This is an optimization exercise on Yosys and OpenROAD, whose aim is small area and a short achievable clock period, not a production implementation. Where RTL was checked, it was by simulation tests only, not by an equivalence proof against the original. No functional check of the RTL was part of run 2. No activity file was given, so power comes from the tool's default toggle rates.

<file path="run.sh">
#!/bin/bash
# synth_recipe.tcl (not shown) runs the flow's synth.tcl, then flattens the netlist and writes it again
# the make line also repeats each setting of config.mk as NAME=value (left out here)
make -C /OpenROAD-flow-scripts/flow DESIGN_CONFIG=/design/flow/config.mk WORK_HOME=/design/flow/orfs CLKGATE_MAP_FILE= SYNTH_SCRIPT=/design/flow/synth_recipe.tcl finish
</file>
<file path="config.mk">
export PLATFORM = sky130hd
export DESIGN_NAME = Microprocessor
export DESIGN_NICKNAME = Microprocessor
export VERILOG_FILES = /design/flow/design.v
export SDC_FILE = /design/flow/constraint.sdc
export NUM_CORES = 4
export LEC_CHECK = 0
export CAP_MARGIN = 20
export CORE_MARGIN = 2
export CORE_UTILIZATION = 40
export SLEW_MARGIN = 20
</file>
<file path="constraint.sdc">
create_clock -name core_clock -period 6.0 [get_ports {oscillator}]
set_input_delay 1.2000 -clock core_clock [delete_from_list [all_inputs] [get_ports {oscillator}]]
set_output_delay 1.2000 -clock core_clock [all_outputs]
set_load 0.01 [all_outputs]
</file>
<file path="design.v">
`timescale 1ns / 1ps
module Console(
    output [6:0]sseg,
    input [3:0]hex,
	 input n_valid   
    );
    assign sseg = (n_valid) ? 7'b1000000:
						(hex == 4'd0) ? 7'b0111111 :
						(hex == 4'd1) ? 7'b0000110 :
						(hex == 4'd2) ? 7'b1011011 :
						(hex == 4'd3) ? 7'b1001111:
						(hex == 4'd4) ? 7'b1100110 :
						(hex == 4'd5) ? 7'b1101101 :
						(hex == 4'd6) ? 7'b1111101 :
						(hex == 4'd7) ? 7'b0000111 :
						(hex == 4'd8) ? 7'b1111111 :
						(hex == 4'd9) ? 7'b1100111 :
						(hex == 4'd10) ? 7'b1110111 :
						(hex == 4'd11) ? 7'b1111100 :
						(hex == 4'd12) ? 7'b0111001 :
						(hex == 4'd13) ? 7'b1011110 :
						(hex == 4'd14) ? 7'b1111001 :
						7'b1110001 ;
endmodule
`timescale 1ns / 1ps
module Microprocessor(
    output mem_write,
    output mem_read,
    output reg_write,
    output [1:0]op,
    output [6:0]reg_num,
    output [6:0]pc_high,
    output [6:0]pc_low,
    output [7:0]instruction_address,
    output [6:0]rwd_1,
    output [6:0]rwd_0,
    output [1:0]r_symbol,
    input oscillator,
    input reset,
    input [7:0]instruction
    );
    reg [7:0]registers[3:0];
    reg [7:0]pc;
    reg [7:0]memory[31:0];
    reg [4:0]rw_num;
    reg [1:0]op_out;
    reg data_invalid;
    reg reg_invalid;
    wire [7:0]immediate;
    wire [7:0]display_bus = registers[rw_num];
    wire [7:0]mem_addr = registers[instruction[5:4]]+immediate;
    wire [7:0]mem_rdata = (mem_addr < 8'd32) ? memory[mem_addr[4:0]] : 8'd0;
    Console data1(rwd_1, display_bus[7:4],data_invalid);
    Console data0(rwd_0, display_bus[3:0],data_invalid);
    Console  pc_counter_high(pc_high, pc[7:4],1'b0);
    Console  pc_counter_low(pc_low, pc[3:0], 1'b0);
    Console reg_num_(reg_num, rw_num,reg_invalid);
    assign instruction_address = pc;
    assign immediate = {instruction[1],instruction[1],instruction[1],
                        instruction[1],instruction[1],instruction[1],
                        instruction[1],instruction[0]};  
    assign mem_write = (op == 2'b10);
    assign mem_read = (op == 2'b01);
    assign reg_write = ~op[1];
    assign op = op_out;
    assign r_symbol = 2'b11;
    always @ (posedge oscillator or posedge reset) begin
		if (reset) begin
			pc <= 8'd0;
			data_invalid <= 1'b1;
			reg_invalid <= 1'b1;
			registers[0] <= 8'd0;
			registers[1] <= 8'd0;
			registers[2] <= 8'd0;
			registers[3] <= 8'd0;
			memory[0] <= 0;
			memory[1] <= 1;
			memory[2] <= 2;
			memory[3] <= 3;
			memory[4] <= 4;
			memory[5] <= 5;
			memory[6] <= 6;
			memory[7] <= 7;
			memory[8] <= 8;
			memory[9] <= 9;
			memory[10] <= 10;
			memory[11] <= 11;
			memory[12] <= 12;
			memory[13] <= 13;
			memory[14] <= 14;
			memory[15] <= 15;
			memory[16] <= 0;
			memory[17] <= -1;
			memory[18] <= -2;
			memory[19] <= -3;
			memory[20] <= -4;
			memory[21] <= -5;
			memory[22] <= -6;
			memory[23] <= -7;
			memory[24] <= -8;
			memory[25] <= -9;
			memory[26] <= -10;
			memory[27] <= -11;
			memory[28] <= -12;
			memory[29] <= -13;
			memory[30] <= -14;
			memory[31] <= -15;
		end
  else begin
			op_out <= instruction[7:6];
		  data_invalid <= 1'b0;
		  reg_invalid <= 1'b0;
        if (instruction[7:6] == 2'b00) begin
					pc <= pc+1;
			     rw_num <= instruction[1:0];
				registers[instruction[1:0]] <= registers[instruction[3:2]] +
                                registers[instruction[5:4]];
        end
        else if (instruction[7:6] == 2'b01) begin
					pc <= pc+1;
			     rw_num <= instruction[3:2];
					registers[instruction[3:2]] <= mem_rdata;
        end
        else if (instruction[7:6] == 2'b10) begin
				pc <= pc+1;
			     data_invalid <= 1'b1;
			     reg_invalid <= 1'b1;
			     if (mem_addr < 8'd32) memory[mem_addr[4:0]] <= registers[instruction[3:2]];
        end
        else if (instruction[7:6] == 2'b11) begin
			     data_invalid <= 1'b1;
			     reg_invalid <= 1'b1;
			     pc <= pc + immediate+1;
		    end
      end
	  end
endmodule
</file>
==> metrics.csv, run 1 <==
metric,value,unit
Die Ht,208,µm
Comb pwr share,48.0,%
CP top delay family,simple AND/OR/NAND/NOR gates,
"Largest stage delay, worst path",620,ps
number of global-route vias before repair,13400,
Antenna Violating Nets Remaining,0,
Clock Power Share,22.3,%
WP data arrival,5840,ps
hold_buf cts,0,
Worst Setup Path Type,primary input to flip-flop,
Max-Cap Viols,0,
CP max-delay cell,clkdlybuf4s50_1,
Yosys top cell area share,25.8,%
Net Switching,4350,µW
dpl hpwl,40.7,mm
Fill cells,3844,
GP Congestion,0.998,
Hold Path Class,flip-flop to flip-flop,
First-pass DRT Iterations,7,
leading area contributor after synthesis,dfrtp_1,
ys async rst share,98.7,%
yosys warns,4,
clk sinks,301,
Worst-Skew Late Latency,550,ps
first-pass GRT wire length,87.3,mm
NumNets Final,1804,
worst endpoint required time,6400,ps
Synth Instances,1710,
Synth top cells by count,"nand2_1 (307), o21ai_1 (205), dfrtp_1 (172)",
slew of the pin with the lowest slew margin,1040,ps
Core Area,41000,µm²
Design Power,10100,µW
# DRC,0,
register area share after synthesis,46.3,%
crit-path max FO,15,
routed vias,13700,
Post-CTS Repair Setup Buffers,0,
DRT iter0 DRCs,1404,
Die ar.,43300,µm²
area grow syn2layout,16.7,%
CTS H-Tree Depth,2,
post-DR vias/cell,5.92,
Pleak,0.00791,µW
outcome,"complete, no violations",
final period utilization,90.6,%
gr ovfl total,0,
I/O pins,60,
Netlist cell types,87,
worst vdd ir,0.238,mV
final wirelength,57.9,mm
num rows,74,
Post-synth EDFFs,4,
clk buf depth,3,
#FFs+latches synth,301,
CTS root buf,clkbuf_16,
Num CTS Buffers,36,
initial antenna violation count,0,
post-CTS sizing,0,
Initial Utilization,40.6,%
largest net degree at the start of global routing,168,
most numerous cell in the Yosys netlist,nand2_1,
All-Layer GR Usage,26.8,%
Worst Skew,13.5,ps
final setup fails,0,
design area,19400,µm²
internal cell power,5790,µW
slew margin rel.,30.3,%
"Top FF cell, synth",dfrtp_1,
Post-Syn Area per Cell,9.74,µm²
worst path buffer plus inverter count,2,
synth top area cells,"dfrtp_1 (26%), dfstp_2 (20%), nand2_1 (6.9%)",
DP Area,18200,µm²
RSZ-0062 raised after global routing,no,
Port Buf Inserts,57,
Clock transition at path regs,60,ps
CTS tree,yes,
Period minus WS final,5430,ps
Die W,208,µm
PwrDens,521,nW/µm²
# diodes,0,
startpoint class of the critical path,primary input,
Crit. End Element,flip-flop,
Slew Limit Fails,0,
switching share of total power,42.9,%
mapped cell area,16700,µm²
share of layout cells above drive strength 1,23.7,%
Final Hold Vio Count,0,
cells along the critical path,"clkdlybuf4s50_1, mux4_2, ha_1, and3_1, nor3_2, nor2_4, buf_4, a311o_1, a22oi_1, nand4_1, o311ai_1, o21ai_1",
f_max,184,MHz
Wirelength per Cell,24.9,µm
part of the power in registers,29.8,%
[kinds of logic (layout without fill, tap and decap cells)]
kind of cell,after synthesis,count (layout),share of synthesized area [%]
fa+ha+maj,29,29,2.31
flops,301,301,46.3
simple gates,535,535,15.1
xor+xnor,25,25,1.40
buf+inv,185,265,4.95
compound gates,491,491,18.4
mux,143,143,11.6
other cells,1,2,0.0225
[final cells by class]
type | instances | area [µm²] | area share [%]
inverters | 35 | 135 | 0.695
clock inverters | 16 | 193 | 0.991
clock buffers | 48 | 1020 | 5.23
multi-input cells | 1225 | 8230 | 42.3
repair buffers | 166 | 1500 | 7.70
well taps | 532 | 666 | 3.42
flip-flops and latches | 301 | 7710 | 39.6
[final timing paths]
| check | from | endpoint | slack [ps] | cells after the start |
|---|---|---|---|---|
| max reg2reg | registers[3][2] | registers[3][5] | 1470 | 11 |
| max | instruction[5] | registers[3][5] | 570 | 12 |
| min reg2reg | memory[18][4] | memory[18][4] | 460 | 2 |
| min | memory[18][4] | memory[18][4] | 460 | 2 |
| max in group asynchronous | reset | memory[14][4] | 3670 | 3 |
| min in group asynchronous | reset | registers[2][6] | 1040 | 2 |
[power groups by stage]
| stage | clock [µW] | combinational (µW) | sequential (µW) |
|---|---|---|---|
| final | 2260 | 4860 | 3020 |
| after global placement | 0 | 4690 | 3030 |
| after CTS | 2300 | 4770 | 3010 |
| after detailed placement | 0 | 4740 | 3040 |
| after floorplan | 0 | 2870 | 2820 |
| after global routing | 2370 | 5160 | 3070 |
[registers in the layout, indices dropped and copies added, names as in the netlist]
name	count
op_out	2
pc	8
reg_invalid	1
rw_num	2
registers	32
memory	256
[worst reg2reg max path, cell delays in order, from the launching register on]
cell and delay [ps]:
dfrtp_1 420, mux4_2 560, ha_1 410, and3_1 290, nor3_2 570, nor2_4 240, buf_4 270, a311o_1 390
a22oi_1 230, nand4_1 320, o311ai_1 550, o21ai_1 140
[metrics by stage]
| stage | util, % | setup slack [ps] | setup TNS [ps] | instances | hold slack (ps) |
|---|---|---|---|---|---|
| after global routing | 47.4 | 366 | 0 | 2323 | 478 |
| after detailed placement | 44.5 | 126 | 0 | 2259 | 454 |
| final | 47.4 | 566 | 0 | 2323 | 460 |
| after CTS | 47.4 | 675 | 0 | 2323 | 462 |
| after global placement | 44.4 | 136 | 0 | 2258 | 449 |
| after floorplan | - | -383 | -765 | 1711 | 443 |
[layer usage]
metal	vias up	global-route usage [%]	routed length [µm]
met5	-	0	0
met4	0	14.3	3050
met3	133	4.68	4090
met2	597	41.8	25800
met1	6725	35.8	24900
li1	6291	-	-
[cell usage in the layout, fill, tap and decap left out, drive strengths merged, types with 5 or more instances in the layout]
| cell | netlist | final |
|---|---|---|
| a222oi | 9 | 9 |
| o41ai | 8 | 8 |
| or3 | 33 | 33 |
| mux4 | 17 | 17 |
| nor3b | 7 | 7 |
| nand4 | 19 | 19 |
| o211ai | 7 | 7 |
| a31oi | 7 | 7 |
| nor3 | 31 | 31 |
| o21a | 7 | 7 |
| clkdlybuf4s50 | 0 | 57 |
| inv | 35 | 36 |
| a22oi | 35 | 35 |
| xnor2 | 16 | 16 |
| dfstp | 125 | 125 |
| a21oi | 62 | 62 |
| xor2 | 9 | 9 |
| a311oi | 6 | 6 |
| dfrtp | 172 | 172 |
| buf | 78 | 109 |
| mux2i | 36 | 36 |
| nor2b | 13 | 13 |
| a211oi | 14 | 14 |
| nand3 | 34 | 34 |
| and3 | 7 | 7 |
| ha | 26 | 26 |
| nand2 | 307 | 307 |
| mux2 | 90 | 90 |
| a22o | 10 | 10 |
| o31ai | 5 | 5 |
| nor2 | 55 | 55 |
| o21ai | 255 | 255 |
| a21o | 6 | 6 |
| and2 | 5 | 5 |
| nand3b | 7 | 7 |
| o22ai | 8 | 8 |
| nand2b | 6 | 6 |
| clkbuf | 72 | 48 |
| a221oi | 11 | 11 |
| clkinv | 0 | 8 |
==> run 2, diff against run 1 <==
==> design.v (replaced) <==
module Console(
    output [6:0] sseg,
    input  [3:0] hex,
    input        n_valid    
    );
    reg [6:0] s;
    always @(*) begin
        case (hex)
            4'h0: s = 7'h3F; 4'h1: s = 7'h06; 4'h2: s = 7'h5B; 4'h3: s = 7'h4F;
            4'h4: s = 7'h66; 4'h5: s = 7'h6D; 4'h6: s = 7'h7D; 4'h7: s = 7'h07;
            4'h8: s = 7'h7F; 4'h9: s = 7'h67; 4'hA: s = 7'h77; 4'hB: s = 7'h7C;
            4'hC: s = 7'h39; 4'hD: s = 7'h5E; 4'hE: s = 7'h79; default: s = 7'h71;
        endcase
    end
    assign sseg = n_valid ? 7'b1000000 : s;
endmodule
module Microprocessor(
    output mem_write,
    output mem_read,
    output reg_write,
    output [1:0]op,
    output [6:0]reg_num,
    output [6:0]pc_high,
    output [6:0]pc_low,
    output [7:0]instruction_address,
    output [6:0]rwd_1,
    output [6:0]rwd_0,
    output [1:0]r_symbol,
    input oscillator,
    input reset,
    input [7:0]instruction
    );
    reg [7:0] pc;
    reg [7:0] r0, r1, r2, r3;
    reg       valid;       
    reg [1:0] opc;         
    reg [1:0] rn;          
    reg [7:0] disp;        
    wire [1:0] op_i = instruction[7:6];
    wire [7:0] imm  = {{7{instruction[1]}}, instruction[0]};
    reg [7:0] ra, rb;
    always @(*) begin
        case (instruction[5:4])
            2'd0: ra = r0; 2'd1: ra = r1; 2'd2: ra = r2; default: ra = r3;
        endcase
        case (instruction[3:2])
            2'd0: rb = r0; 2'd1: rb = r1; 2'd2: rb = r2; default: rb = r3;
        endcase
    end
    wire [7:0] addr = ra + imm;
    wire       inr  = (addr[7:5] == 3'b000);
    wire       st   = (op_i == 2'b10) & inr;
    wire [7:0] mw [0:31];
    genvar i;
    generate
        for (i = 0; i < 32; i = i + 1) begin : m
            reg [7:0] w;
            always @(posedge oscillator or posedge reset)
                if (reset)
                    w <= (i < 16) ? i : 16 - i;
                else if (st && addr[4:0] == i)
                    w <= rb;
            assign mw[i] = w;
        end
    endgenerate
    wire [7:0] rdata = inr ? mw[addr[4:0]] : 8'd0;
    wire [7:0] sum   = ra + rb;
    wire [7:0] wdata = instruction[6] ? rdata : sum;
    wire [1:0] wsel  = instruction[6] ? instruction[3:2] : instruction[1:0];
    wire       wen   = ~instruction[7];
    always @(posedge oscillator or posedge reset) begin
        if (reset) begin
            pc <= 8'd0;
            r0 <= 8'd0; r1 <= 8'd0; r2 <= 8'd0; r3 <= 8'd0;
            valid <= 1'b0;
        end else begin
            pc <= pc + ((op_i == 2'b11) ? imm : 8'd0) + 8'd1;
            if (wen && wsel == 2'd0) r0 <= wdata;
            if (wen && wsel == 2'd1) r1 <= wdata;
            if (wen && wsel == 2'd2) r2 <= wdata;
            if (wen && wsel == 2'd3) r3 <= wdata;
            valid <= wen;
        end
    end
    always @(posedge oscillator) begin
        opc  <= op_i;
        rn   <= wsel;
        disp <= wdata;
    end
    Console c_rwd1(rwd_1,   disp[7:4], ~valid);
    Console c_rwd0(rwd_0,   disp[3:0], ~valid);
    Console c_pch (pc_high, pc[7:4],   1'b0);
    Console c_pcl (pc_low,  pc[3:0],   1'b0);
    Console c_rn  (reg_num, {2'b00, rn}, ~valid);
    assign instruction_address = pc;
    assign op        = opc;
    assign mem_write = (opc == 2'b10);
    assign mem_read  = (opc == 2'b01);
    assign reg_write = ~opc[1];
    assign r_symbol  = 2'b11;
endmodule
==> run 2 against run 1 <==
Net effect: global-route usage down 2.2 points; flip-flop and latch count up 17; critical path depth up 7; combinational power up 12%; via count down 6.0%; routed wire length down 13%; area after synthesis down 3.3%; sequential power up 16%; die area down 3.2%; maximum frequency down 5.1%; synthesized cell count down 5.3%; utilization up 1.2 points; largest power group unchanged; highest routed layer unchanged.
==> metrics.csv, run 2 <==
metric,value,unit,change
most flop-heavy register,m.w,,
"most common cell after layout, fill and taps aside",nand2_1,,
most numerous cell in the Yosys netlist,nand2_1,,
Synth top cells by count,"nand2_1 (292), o21ai_0 (236), dfrtp_1 (173)",,
Port Buf Inserts,57,,unchanged
mapped cell area,16100,µm²,-3.3%
First-pass DRT Iterations,7,,unchanged
mux cell area share after synthesis,9.81,%,-1.8 points
post-DR vias/cell,5.61,,-5.2%
Finished Layout Cells,2303,,-0.86%
post-CTS sizing,0,,unchanged
worst vdd ir,0.295,mV,+24%
design area,19300,µm²,-0.58%
main combinational cell family by area after synthesis,compound AO/OA/AOI/OAI gates,,
Netlist cell types,83,,-4.6%
Core Area,39700,µm²,-3.1%
routed wl met2,22.9,mm,-11%
Post-Syn Area per Cell,9.95,µm²,+2.1%
routed vias,12900,,-6.0%
clk buf depth,3,,unchanged
Crit. End Element,flip-flop,,
final period utilization,95.5,%,+4.9 points
DP Area,18100,µm²,-0.80%
"Largest stage delay, worst path",670,ps,+50 ps
num rows,73,,-1.4%
RSZ-0062 raised after global routing,no,,
register area share after synthesis,49.7,%,+3.4 points
outcome,"complete, no violations",,
crit-path max FO,11,,-4
gr ovfl total,0,,unchanged
GP Congestion,0.955,,-4.4%
clk sinks,318,,+5.6%
Num CTS Buffers,37,,+2.8%
worst endpoint required time,6430,ps,+30 ps
cells along the critical path,"clkdlybuf4s50_1, mux4_2, ha_1, inv_1, fa_1, nand2b_1, nor2_1, buf_4, a22oi_1, nand2_1, a32o_1, a2111oi_0, buf_4, nand4_1, buf_4, a22oi_4, buf_4, nor3b_1, a211o_1",,
CTS H-Tree Depth,2,,unchanged
"Top FF cell, synth",dfrtp_1,,
Die Ht,205,µm,-1.6%
crit path to,c_rwd1.s[0],,
initial antenna violation count,2,,+2
Max-Cap Viols,0,,unchanged
WP data arrival,6160,ps,+320 ps
slew of the pin with the lowest slew margin,1050,ps,+2.92 ps
Antenna Violating Nets Remaining,0,,unchanged
Worst Skew,24.5,ps,+11.0 ps
share of layout cells above drive strength 1,26.0,%,+2.3 points
Reg2Reg Depth,18,,+7
Post-CTS Repair Setup Buffers,0,,unchanged
Final Hold Vio Count,0,,unchanged
post-synthesis simple-gate area fraction,13.1,%,-1.9 points
Final WS setup,272,ps,-294 ps
top layer used by detailed routing,met4,,
CP max-delay cell,a2111oi_0,,
CTS root buf,clkbuf_16,,
dpl hpwl,35.3,mm,-13%
Worst-Skew Late Latency,540,ps,about the same
All-Layer GR Usage,24.6,%,-2.2 points
PwrDens,581,nW/µm²,+11%
Placed Cells,2235,,-1.1%
Die ar.,41900,µm²,-3.2%
Post-synth EDFFs,0,,-4
Yosys top cell area share,26.9,%,+1.0 points
synth top area cells,"dfrtp_1 (27%), dfstp_2 (20%), o21ai_0 (7.3%)",,
CTS tree,yes,,
I/O pins,60,,unchanged
"commonest cells after routing, fill and taps aside","nand2_1 (292), o21ai_0 (236), dfrtp_1 (173), buf_4 (129), dfstp_2 (124)",,
DRT iter0 DRCs,1216,,-13%
WP depth,19,,+7
Initial Utilization,40.6,%,-0.066 points
Largest register FFs,256,,unchanged
largest net degree at the start of global routing,124,,-26%
# DRC,0,,unchanged
number of global-route vias before repair,12800,,-4.1%
Fill cells,3675,,-4.4%
final setup fails,0,,unchanged
ys async rst share,93.4,%,-5.3 points
Clock transition at path regs,60,ps,about the same
Hold Path Class,flip-flop to flip-flop,,
fraction of synthesized cell area in xor and xnor cells,1.58,%,+0.17 points
M1 WL,22.9,mm,-8.2%
r2r endpoint,c_rwd1.s[0],,
Die W,205,µm,-1.6%
complex-gate fraction of the synthesized area,17.8,%,-0.56 points
r2r startpoint,r2[0],,
hold_buf cts,0,,unchanged
first-pass GRT wire length,78.1,mm,-11%
startpoint class of the critical path,primary input,,
final core utilization,48.7,%,+1.2 points
#FFs+latches synth,318,,+5.6%
Wirelength per Cell,22.0,µm,-12%
final wirelength,50.6,mm,-13%
dpl ws,-226,ps,-352 ps
"most used cell, CP",buf_4,,
hold depth,2,,unchanged
Post-Synth Adder-Cell Area,3.95,%,+1.6 points
Setup crit start,instruction[4],,
WL met3,3.26,mm,-20%
Reg2Reg Setup Slack,1050,ps,-420 ps
worst path buffer plus inverter count,6,,+4
Synth Instances,1620,,-5.3%
Period minus WS final,5730,ps,+294 ps
NumNets Final,1808,,+0.22%
yosys warns,2,,-2
leading area contributor after synthesis,dfrtp_1,,
slew margin rel.,29.8,%,-0.47 points
f_max,175,MHz,-5.1%
Slew Limit Fails,0,,unchanged
Worst Setup Path Type,primary input to flip-flop,,
CP top delay family,compound AO/OA/AOI/OAI gates,,
area grow syn2layout,20.0,%,
Pleak,0.00814,µW,+2.9%
==> run 2: where the power goes <==
group	switching, µW	total [µW]	internal [µW]	leakage [µW]
clock network	923	2300	1380	0.000601
logic	3150	5450	2300	0.00375
registers	491	3490	2990	0.00378
==> run 2: how the worst min path moves through the flow <==
stage	from	endpoint
after detailed placement	m[5].w[4]	m[5].w[4]
final	m[12].w[4]	m[12].w[4]
after global placement	m[4].w[3]	m[4].w[3]
after CTS	m[5].w[4]	m[5].w[4]
after global routing	m[21].w[0]	m[21].w[0]
after floorplan	m[0].w[5]	m[0].w[5]
==> run 2: cell families after synthesis <==
logic type      count (synthesis)
fa+ha+maj                      49
xor+xnor                       23
mux                           135
compound gates                463
buf+inv                       151
other cells                     1
flops                         318
simple gates                  480
==> run 2: tightest hold or removal path, stage by stage, from the launching register on <==
cell,delay (ps)
dfrtp_1,340
nand2_1,40
o21ai_0,60
==> run 2: routing by layer <==
layer	vias up	track usage (%)
li1	6016	-
met1	6359	34.2
met2	459	39.2
met3	82	4.17
met4	0	7.82
met5	-	0
==> run 2: cell type report <==
class | count | area, µm² | share of cell area, %
clock inverter | 12 | 124 | 0.641
clock buffer | 55 | 1120 | 5.77
antenna | 1 | 2.50 | 0.0129
inverter | 43 | 165 | 0.854
multi-input combinational | 1152 | 7500 | 38.8
tap | 525 | 657 | 3.40
sequential | 318 | 8010 | 41.4
timing repair buffer | 197 | 1760 | 9.10
==> run 2: through the flow <==
stage          setup TNS, ps  hold WS [ps]  power (µW)
2_1_floorplan              0           441        6470
3_3_place_gp           -1360           458        8780
3_5_place_dp           -1120           465        8880
4_1_cts                    0           478       11200
5_1_grt                    0           492       11900
6_report                   0           471       11200
==> run 3, diff against run 2 <==
--- a/design.v
+++ b/design.v
@@ -1,18 +1,26 @@
+`timescale 1ns / 1ps
 module Console(
-    output [6:0] sseg,
-    input  [3:0] hex,
-    input        n_valid    
+    output [6:0]sseg,
+    input [3:0]hex,
+	 input n_valid   
     );
-    reg [6:0] s;
-    always @(*) begin
-        case (hex)
-            4'h0: s = 7'h3F; 4'h1: s = 7'h06; 4'h2: s = 7'h5B; 4'h3: s = 7'h4F;
-            4'h4: s = 7'h66; 4'h5: s = 7'h6D; 4'h6: s = 7'h7D; 4'h7: s = 7'h07;
-            4'h8: s = 7'h7F; 4'h9: s = 7'h67; 4'hA: s = 7'h77; 4'hB: s = 7'h7C;
-            4'hC: s = 7'h39; 4'hD: s = 7'h5E; 4'hE: s = 7'h79; default: s = 7'h71;
-        endcase
-    end
-    assign sseg = n_valid ? 7'b1000000 : s;
+    assign sseg = (n_valid) ? 7'b1000000:
+						(hex == 4'd0) ? 7'b0111111 :
+						(hex == 4'd1) ? 7'b0000110 :
+						(hex == 4'd2) ? 7'b1011011 :
+						(hex == 4'd3) ? 7'b1001111:
+						(hex == 4'd4) ? 7'b1100110 :
+						(hex == 4'd5) ? 7'b1101101 :
+						(hex == 4'd6) ? 7'b1111101 :
+						(hex == 4'd7) ? 7'b0000111 :
+						(hex == 4'd8) ? 7'b1111111 :
+						(hex == 4'd9) ? 7'b1100111 :
+						(hex == 4'd10) ? 7'b1110111 :
+						(hex == 4'd11) ? 7'b1111100 :
+						(hex == 4'd12) ? 7'b0111001 :
+						(hex == 4'd13) ? 7'b1011110 :
+						(hex == 4'd14) ? 7'b1111001 :
+						7'b1110001 ;
 endmodule
 module Microprocessor(
     output mem_write,
@@ -47,10 +55,42 @@
             2'd0: rb = r0; 2'd1: rb = r1; 2'd2: rb = r2; default: rb = r3;
         endcase
     end
-    wire [7:0] addr = ra + imm;
-    wire       inr  = (addr[7:5] == 3'b000);
-    wire       st   = (op_i == 2'b10) & inr;
-    wire [7:0] mw [0:31];
+    wire [5:0] q = ra[7:2];
+    wire [1:0] l = ra[1:0];
+    wire [9:0] qd;                  
+    assign qd[0] = (q == 6'd63);
+    genvar k;
+    generate
+        for (k = 1; k < 10; k = k + 1) begin : qdec
+            assign qd[k] = (q == k - 1);
+        end
+    endgenerate
+    wire       b0p = (l == 2'd3);
+    wire       b2m = (l == 2'd0);
+    wire       b3m = ~l[1];
+    wire [7:0] rs0, rs1, rs2, rs3;
+    generate
+        for (k = 0; k < 8; k = k + 1) begin : rsel
+            assign rs0[k] = b0p ? qd[k]   : qd[k+1];
+            assign rs1[k] = qd[k+1];
+            assign rs2[k] = b2m ? qd[k+2] : qd[k+1];
+            assign rs3[k] = b3m ? qd[k+2] : qd[k+1];
+        end
+    endgenerate
+    wire [1:0] bk = l + instruction[1:0];
+    wire [3:0] bs = 4'b0001 << bk;
+    wire [31:0] sel;                
+    assign sel = {rs3[7] & bs[3], rs2[7] & bs[2], rs1[7] & bs[1], rs0[7] & bs[0],
+                  rs3[6] & bs[3], rs2[6] & bs[2], rs1[6] & bs[1], rs0[6] & bs[0],
+                  rs3[5] & bs[3], rs2[5] & bs[2], rs1[5] & bs[1], rs0[5] & bs[0],
+                  rs3[4] & bs[3], rs2[4] & bs[2], rs1[4] & bs[1], rs0[4] & bs[0],
+                  rs3[3] & bs[3], rs2[3] & bs[2], rs1[3] & bs[1], rs0[3] & bs[0],
+                  rs3[2] & bs[3], rs2[2] & bs[2], rs1[2] & bs[1], rs0[2] & bs[0],
+                  rs3[1] & bs[3], rs2[1] & bs[2], rs1[1] & bs[1], rs0[1] & bs[0],
+                  rs3[0] & bs[3], rs2[0] & bs[2], rs1[0] & bs[1], rs0[0] & bs[0]};
+    wire       st = (op_i == 2'b10);
+    wire [7:0] rd [0:32];
+    assign rd[0] = 8'd0;
     genvar i;
     generate
         for (i = 0; i < 32; i = i + 1) begin : m
@@ -58,12 +98,12 @@
             always @(posedge oscillator or posedge reset)
                 if (reset)
                     w <= (i < 16) ? i : 16 - i;
-                else if (st && addr[4:0] == i)
+                else if (st && sel[i])
                     w <= rb;
-            assign mw[i] = w;
+            assign rd[i+1] = rd[i] | ({8{sel[i]}} & w);
         end
     endgenerate
-    wire [7:0] rdata = inr ? mw[addr[4:0]] : 8'd0;
+    wire [7:0] rdata = rd[32];
     wire [7:0] sum   = ra + rb;
     wire [7:0] wdata = instruction[6] ? rdata : sum;
     wire [1:0] wsel  = instruction[6] ? instruction[3:2] : instruction[1:0];
==> run 3 against run 2 <==
Net effect: largest power group unchanged; routed wire length rose by 3.2%; clock power down 6%; synthesized cell count fell by 3.3%; cell count fell by 6.9%; sequential share of layout area increased by 1.7 points; worst setup slack gained 440 ps; flip-flop and latch count fell by 9; utilization shrank 1.8 points.
==> metrics.csv, run 3 <==
metric,value,unit,change
CTS tree,yes,,
WP data arrival,5670,ps,-490 ps
DRT iter0 DRCs,1108,,-8.9%
slew of the pin with the lowest slew margin,1120,ps,+73.3 ps
startpoint class of the critical path,primary input,,
final period utilization,88.1,%,-7.4 points
PwrDens,537,nW/µm²,-7.6%
I/O pins,60,,unchanged
Clock transition at path regs,50,ps,about the same
slew margin rel.,24.9,%,-4.9 points
f_max,189,MHz,+8.4%
post-DR vias/cell,5.91,,+5.3%
First-pass DRT Iterations,5,,-2
Reg2Reg Depth,12,,-6
number of global-route vias before repair,12400,,-3.4%
routed vias,12700,,-1.9%
Hold Path Class,flip-flop to flip-flop,,
Die W,202,µm,-1.2%
r2r startpoint,r2[0],,
Max-Cap Viols,0,,unchanged
Num CTS Buffers,36,,-2.7%
Setup Total Neg Slack,0,ps,unchanged
r2r endpoint,r1[1],,
"Top FF cell, synth",dfrtp_1,,
Worst-Skew Late Latency,520,ps,-20 ps
# DRC,0,,unchanged
Worst Setup Path Type,primary input to flip-flop,,
most numerous cell in the Yosys netlist,nand2_1,,
Synth Instances,1567,,-3.3%
post-CTS sizing,0,,unchanged
synth top area cells,"dfrtp_1 (28%), dfstp_2 (21%), mux2_2 (9.2%)",,
register area share after synthesis,49.7,%,about the same
final wirelength,52.2,mm,+3.2%
crit path to,r1[1],,
Wirelength per Cell,24.3,µm,+11%
Largest register FFs,256,,unchanged
Final Hold Vio Count,0,,unchanged
share of layout cells above drive strength 1,25.5,%,-0.52 points
Antenna Violating Nets Remaining,0,,unchanged
CTS H-Tree Depth,2,,unchanged
initial antenna violation count,2,,unchanged
ys async rst share,96.1,%,+2.7 points
Slew Limit Fails,0,,unchanged
Synth top cells by count,"nand2_1 (256), o21ai_0 (223), dfrtp_1 (173)",,
largest net degree at the start of global routing,126,,+1.6%
hold_buf cts,0,,unchanged
outcome,"complete, no violations",,
Worst Skew,19.2,ps,-5.33 ps
GP Congestion,0.992,,+3.9%
yosys warns,1,,-1
Initial Utilization,40.6,%,+0.066 points
Post-CTS Repair Setup Buffers,0,,unchanged
"most common cell after layout, fill and taps aside",nand2_1,,
CTS root buf,clkbuf_16,,
RSZ-0062 raised after global routing,no,,
Die ar.,40900,µm²,-2.3%
Pleak,0.00740,µW,-9.1%
final core utilization,46.8,%,-1.8 points
leading area contributor after synthesis,dfrtp_1,,
#FFs+latches synth,309,,-2.8%
Core Area,38700,µm²,-2.5%
Period minus WS final,5290,ps,-443 ps
mapped cell area,15700,µm²,-2.3%
Reg2Reg Setup Slack,1680,ps,+630 ps
clk sinks,309,,-2.8%
"commonest cells after routing, fill and taps aside","nand2_1 (256), o21ai_0 (215), dfrtp_1 (173), mux2_2 (128), dfstp_2 (124)",,
worst endpoint required time,6390,ps,-40 ps
final setup fails,0,,unchanged
gr ovfl total,0,,unchanged
clk buf depth,3,,unchanged
most flop-heavy register,m.w,,
Port Buf Inserts,57,,unchanged
Design Power,9750,µW,-13%
crit-path max FO,10,,-1
area grow syn2layout,15.3,%,
NumNets Final,1626,,-10%
All-Layer GR Usage,25.6,%,+0.95 points
dpl hpwl,35.7,mm,+1.1%
Post-synth EDFFs,0,,unchanged
Crit. End Element,flip-flop,,
Post-Syn Area per Cell,10.0,µm²,+0.96%
Setup crit start,instruction[5],,
Netlist cell types,92,,+11%
Yosys top cell area share,27.5,%,+0.65 points
worst vdd ir,0.211,mV,-28%
first-pass GRT wire length,79.5,mm,+1.7%
num rows,72,,-1.4%
Die Ht,202,µm,-1.2%
==> run 3: power breakdown <==
group	total (µW)	internal (µW)	switching (µW)
Combinational	3970	1510	2460
Sequential	3620	3010	605
Clock	2160	1300	855
==> run 3: kinds of logic after synthesis <==
group,count (synthesis),synth area share (%)
AND/OR/NAND/NOR,488,14.5
AO/OA/AOI/OAI,404,16.5
flip-flops,309,49.7
multiplexers,173,12.7
buffers and inverters,160,4.16
adder cells (fa/ha/maj),17,1.45
XOR/XNOR,15,0.883
other,1,0.0238
==> run 3: layout make-up <==
cell class | instances | area, µm²
Timing Repair Buffer | 115 | 1050
Antenna cell | 1 | 2.50
Multi-Input combinational cell | 1099 | 7310
Inverter | 38 | 146
Fill cell | 3640 | 20600
Clock buffer | 54 | 1060
Clock inverter | 10 | 100
Sequential cell | 309 | 7830
Tap cell | 518 | 648
==> run 3: worst min path at each step <==
| stage | start | end | slack [ps] | cells after the start |
|---|---|---|---|---|
| 4_1_cts | m[10].w[6] | m[10].w[6] | 480 | 2 |
| 6_report | m[10].w[4] | m[10].w[4] | 470 | 2 |
| 2_1_floorplan | m[2].w[3] | m[2].w[3] | 440 | 2 |
| 3_3_place_gp | m[2].w[3] | m[2].w[3] | 460 | 2 |
| 5_1_grt | m[26].w[4] | m[26].w[4] | 490 | 2 |
| 3_5_place_dp | m[10].w[6] | m[10].w[6] | 460 | 2 |
==> run 3: metrics by stage <==
step / worst slack [ps] / area, µm² / hold slack [ps] / cells
floorplan: 956 / 15700 / 442 / 1568
global placement: 461 / 17000 / 457 / 2078
detailed placement: 459 / 17000 / 465 / 2078
CTS: 952 / 18100 / 478 / 2142
global route: 610 / 18100 / 494 / 2143
finish: 715 / 18100 / 474 / 2144
==> run 3: critical path, cell delays in order <==
cell and delay [ps]:
clkdlybuf4s50_1 760, mux4_2 530, ha_1 250, xnor2_1 240, buf_4 210, or3b_1 230, a211oi_2 110, buf_4 200
a32oi_1 230, nand4_1 190, a2111oi_0 710, a32oi_1 410, mux2_2 380
==> run 3: metal layers <==
layer  share of wire, %  routed length, µm  up-vias  track usage [%]
met2                 45              23500      514             39.8
met5              0.021                 11        -                0
met4                4.3               2270        2             10.3
met3                7.4               3860      135             4.69
met1                 43              22600     6318             35.2
li1                   -                  -     5698                -
==> run 4, diff against run 3 <==
--- a/config.mk
+++ b/config.mk
@@ -7,5 +7,6 @@
 export LEC_CHECK = 0
 export CAP_MARGIN = 20
 export CORE_MARGIN = 2
-export CORE_UTILIZATION = 40
+export CORE_UTILIZATION = 55
+export SETUP_SLACK_MARGIN = 2.0
 export SLEW_MARGIN = 20
==> run 4 against run 3 <==
Net effect: sequential share of layout area shrank 1.9 points; clock skew grew 10 ps; routed wire length grew 0.41%; area after synthesis is the same; maximum frequency grew 31%; flip-flop and latch count is the same; via count grew 3.4%; first-iteration DRC count grew 21%; non-clock buffer count grew 36; cell count shrank 4.8%; count of clock-buffer cells in the layout shrank 3; largest cell class is now multi-input gates; largest power group unchanged.
==> metrics.csv, run 4 <==
metric,value,unit,change
outcome,"complete, no violations",,
Max-Cap Viols,0,,unchanged
PwrDens,542,nW/µm²,+0.97%
footprint of the multi-input gates,7980,µm²,+9.1%
worst hold slack,479,ps,+4.62 ps
final wirelength,52.4,mm,+0.41%
Port Buf Inserts,57,,unchanged
DRT iter0 DRCs,1341,,+21%
Finished Layout Cells,2041,,-4.8%
Pleak,0.00784,µW,+6.0%
Num CTS Buffers,35,,-2.8%
Die Ht,173,µm,-14%
Final Hold Vio Count,0,,unchanged
Antenna Violating Nets Remaining,0,,unchanged
ys async rst share,96.1,%,unchanged
hold path start,m[5].w[6],,
Synth top cells by count,"nand2_1 (256), o21ai_0 (223), dfrtp_1 (173)",,
CP max-delay cell,mux4_2,,
Period minus WS final,4030,ps,-1260 ps
clk sinks,309,,unchanged
"Top FF cell, synth",dfrtp_1,,
"Largest stage delay, worst path",570,ps,-190 ps
Die W,173,µm,-14%
All-Layer GR Usage,34.8,%,+9.2 points
Worst Skew,29.4,ps,+10.2 ps
Reg2Reg Setup Slack,2410,ps,+730 ps
gr ovfl total,0,,unchanged
most numerous cell in the Yosys netlist,nand2_1,,
CTS tree,yes,,
largest net degree at the start of global routing,150,,+19%
register area share after synthesis,49.7,%,unchanged
"commonest cells after routing, fill and taps aside","nand2_1 (255), o21ai_0 (211), dfrtp_1 (173), dfstp_2 (124), mux2_2 (91)",,
share of layout cells above drive strength 1,30.6,%,+5.1 points
Crit. End Element,flip-flop,,
Worst-Skew Late Latency,520,ps,about the same
f_max,248,MHz,+31%
first-pass GRT wire length,79.0,mm,-0.53%
RSZ-0062 raised after global routing,yes,,
CP top delay family,compound AO/OA/AOI/OAI gates,,
crit-path max FO,10,,unchanged
Placed Cells,1932,,-7.0%
r2r startpoint,r3[0],,
Die ar.,30000,µm²,-27%
synth top area cells,"dfrtp_1 (28%), dfstp_2 (21%), mux2_2 (9.2%)",,
cells along the critical path,"buf_12, mux4_2, ha_4, xnor2_4, buf_4, buf_4, nand3b_1, buf_4, a21oi_4, o21ai_0, o2111ai_1, and4b_1, a21oi_2, mux2_4",,
"most common cell after layout, fill and taps aside",nand2_1,,
Initial Utilization,56.2,%,+16 points
mapped cell area,15700,µm²,unchanged
leading area contributor after synthesis,dfrtp_1,,
Largest register FFs,256,,unchanged
hold depth,2,,unchanged
area grow syn2layout,20.5,%,
Worst Setup Path Type,primary input to flip-flop,,
Reg2Reg Depth,13,,+1
num rows,61,,-15%
r2r endpoint,r2[4],,
worst path buffer plus inverter count,4,,+1
worst endpoint required time,6440,ps,+50 ps
Post-Syn Area per Cell,10.0,µm²,unchanged
Wirelength per Cell,25.7,µm,+5.5%
storage element area,7830,µm²,unchanged
dpl ws,404,ps,-55.1 ps
final setup fails,0,,unchanged
WP data arrival,4460,ps,-1210 ps
NumNets Final,1665,,+2.4%
Synth Instances,1567,,unchanged
#FFs+latches synth,309,,unchanged
worst vdd ir,0.275,mV,+30%
startpoint class of the critical path,primary input,,
Hold Path Class,flip-flop to flip-flop,,
Fill cells,2190,,-40%
dpl hpwl,34.5,mm,-3.2%
First-pass DRT Iterations,7,,+2
Core Area,28000,µm²,-28%
yosys warns,1,,unchanged
I/O pins,60,,unchanged
GP Congestion,1.01,,+1.3%
Slew Limit Fails,0,,unchanged
# diodes,0,,-1
Netlist cell types,92,,unchanged
clk buf depth,3,,unchanged
final period utilization,67.1,%,-21 points
"most used cell, CP",buf_4,,
post-DR vias/cell,6.42,,+8.6%
most flop-heavy register,m.w,,
slew of the pin with the lowest slew margin,975,ps,-144 ps
CTS H-Tree Depth,2,,unchanged
routed vias,13100,,+3.4%
Yosys top cell area share,27.5,%,unchanged
initial antenna violation count,1,,-1
slew margin rel.,34.7,%,+9.8 points
CTS root buf,clkbuf_16,,
Final WS setup,1970,ps,+1260 ps
number of global-route vias before repair,12500,,+1.1%
Post-synth EDFFs,0,,unchanged
hold path endpoint,m[5].w[6],,
# DRC,0,,unchanged
Setup Total Neg Slack,0,ps,unchanged
Clock transition at path regs,60,ps,about the same
==> run 4: changes by cell type in the layout (fill, tap and decap cells not counted), moves of 5 or more <==
| cell | delta |
|---|---|
| buf_4 | +23 |
| a32oi_2 | +5 |
| nor2_4 | +5 |
| buf_6 | +10 |
| nor2_1 | -6 |
| nor4_1 | -5 |
| a32oi_1 | -5 |
| mux2_4 | +37 |
| nor3_2 | -5 |
| clkinv_2 | -5 |
| mux2_2 | -37 |
==> run 4: routing by layer <==
metal  wire, µm  up-vias  part of all wire [%]  global-route usage (%)
met5          0        -                     0                       0
met4       2650        0                   5.0                    14.4
met3       4480      174                   8.5                    6.07
met2      23300      672                    45                    54.0
met1      22000     6456                    42                    48.5
li1           -     5793                     -                       -
==> run 4: repair_timing <==
| action | in CTS | in global routing |
|---|---|---|
| endpoints found under the setup margin | 294 | 69 |
| setup buffers | 19 | 24 |
| gates cloned | 3 | 1 |
| hold buffers | 0 | 0 |
| pin swaps | 16 | 12 |
| resized for setup | 46 | 33 |
==> run 4: report_power, final <==
group          switching [µW]  internal [µW]
combinational            2670           1820
sequential                644           3010
clock                     867           1270
==> run 4: logic make-up (layout without fill, tap and decap cells) <==
family | count (synthesis) | in the layout | synth area share, %
simple gates | 488 | 489 | 14.5
fa+ha+maj | 17 | 17 | 1.45
mux | 173 | 174 | 12.7
flops | 309 | 309 | 49.7
buf+inv | 160 | 251 | 4.16
compound gates | 404 | 406 | 16.5
xor+xnor | 15 | 15 | 0.883
other cells | 1 | 2 | 0.0238
==> run 4: cell type report <==
type                    instances  share of cell area, %
repair buffers                151                   7.33
inverters                      38                  0.818
well taps                     378                   2.49
flip-flops and latches        309                   41.3
multi-input cells            1103                   42.1
clock buffers                  51                   5.36
clock inverters                11                  0.653
==> run 4: metrics by stage <==
step	utilization, %	total power [µW]	cell area (µm²)
after floorplan	-	6100	16200
after global placement	61.1	7550	17100
after global routing	67.7	10700	19000
after detailed placement	61.1	7630	17100
after CTS	66.4	9970	18600
final	67.7	10300	19000
==> run 4: worst max path at each step <==
stage / start / end / slack (ps) / cells past startpoint
2_1_floorplan: reset / m[0].w[0] / 960 / 1
3_3_place_gp: instruction[4] / r3[3] / 430 / 12
3_5_place_dp: instruction[4] / r3[3] / 400 / 12
4_1_cts: instruction[5] / r1[1] / 1990 / 9
5_1_grt: instruction[4] / r2[4] / 1970 / 11
6_report: instruction[4] / r2[4] / 1970 / 14
==> run 4: worst reg2reg max path, delay by kind of cell, from the launching register on <==
kind	cells	cell delay, ps
AOI/OAI and AO/OA	4	1080
muxes	2	790
buffers and inverters	3	440
DFF	1	400
and+or+nand+nor	2	350
xor gates and xnor gates	1	250
adders and majority gates	1	210

-- re-timing with driven ports --
No port has a modelled driver above. Below, the same layouts with a new extraction and two added sets of constraints.
Step 1 sets driving cells, clkbuf_16 on the clock port and buf_2 on the other inputs (assumed; they add their load-dependent delay and slew).
Step 2 adds t to the input delays and takes it off the output delays; t is the mean of the earliest and latest rising clock arrival at the registers after step 1. Input paths then give back, and output paths get back, about the clock's delay inside the block.
Three values: ideal, step 1, step 2; two values: the first two.
run	shift t [ns]	setup slack, ns	worst setup path at the end	clock arrival spread, ns	slew at the worst register clock pin (ns)
run 1	0.599	0.566 / 0.593 / -0.006	input to register	0.016 / 0.016	0.06 / 0.06
run 2	0.583	0.272 / 0.299 / -0.284	input to register	0.025 / 0.026	0.06 / 0.06
run 3	0.564	0.715 / 0.729 / 0.165	input to register	0.019 / 0.019	0.06 / 0.06
run 4	0.557	1.972 / 1.961 / 1.404	input to register	0.030 / 0.029	0.06 / 0.06
With both steps, setup timing fails in run 1 and run 2, where it was met with ideal ports. The setup slack of run 1, which loses most, moves by +0.027 ns with the drivers and by -0.572 ns with both steps.
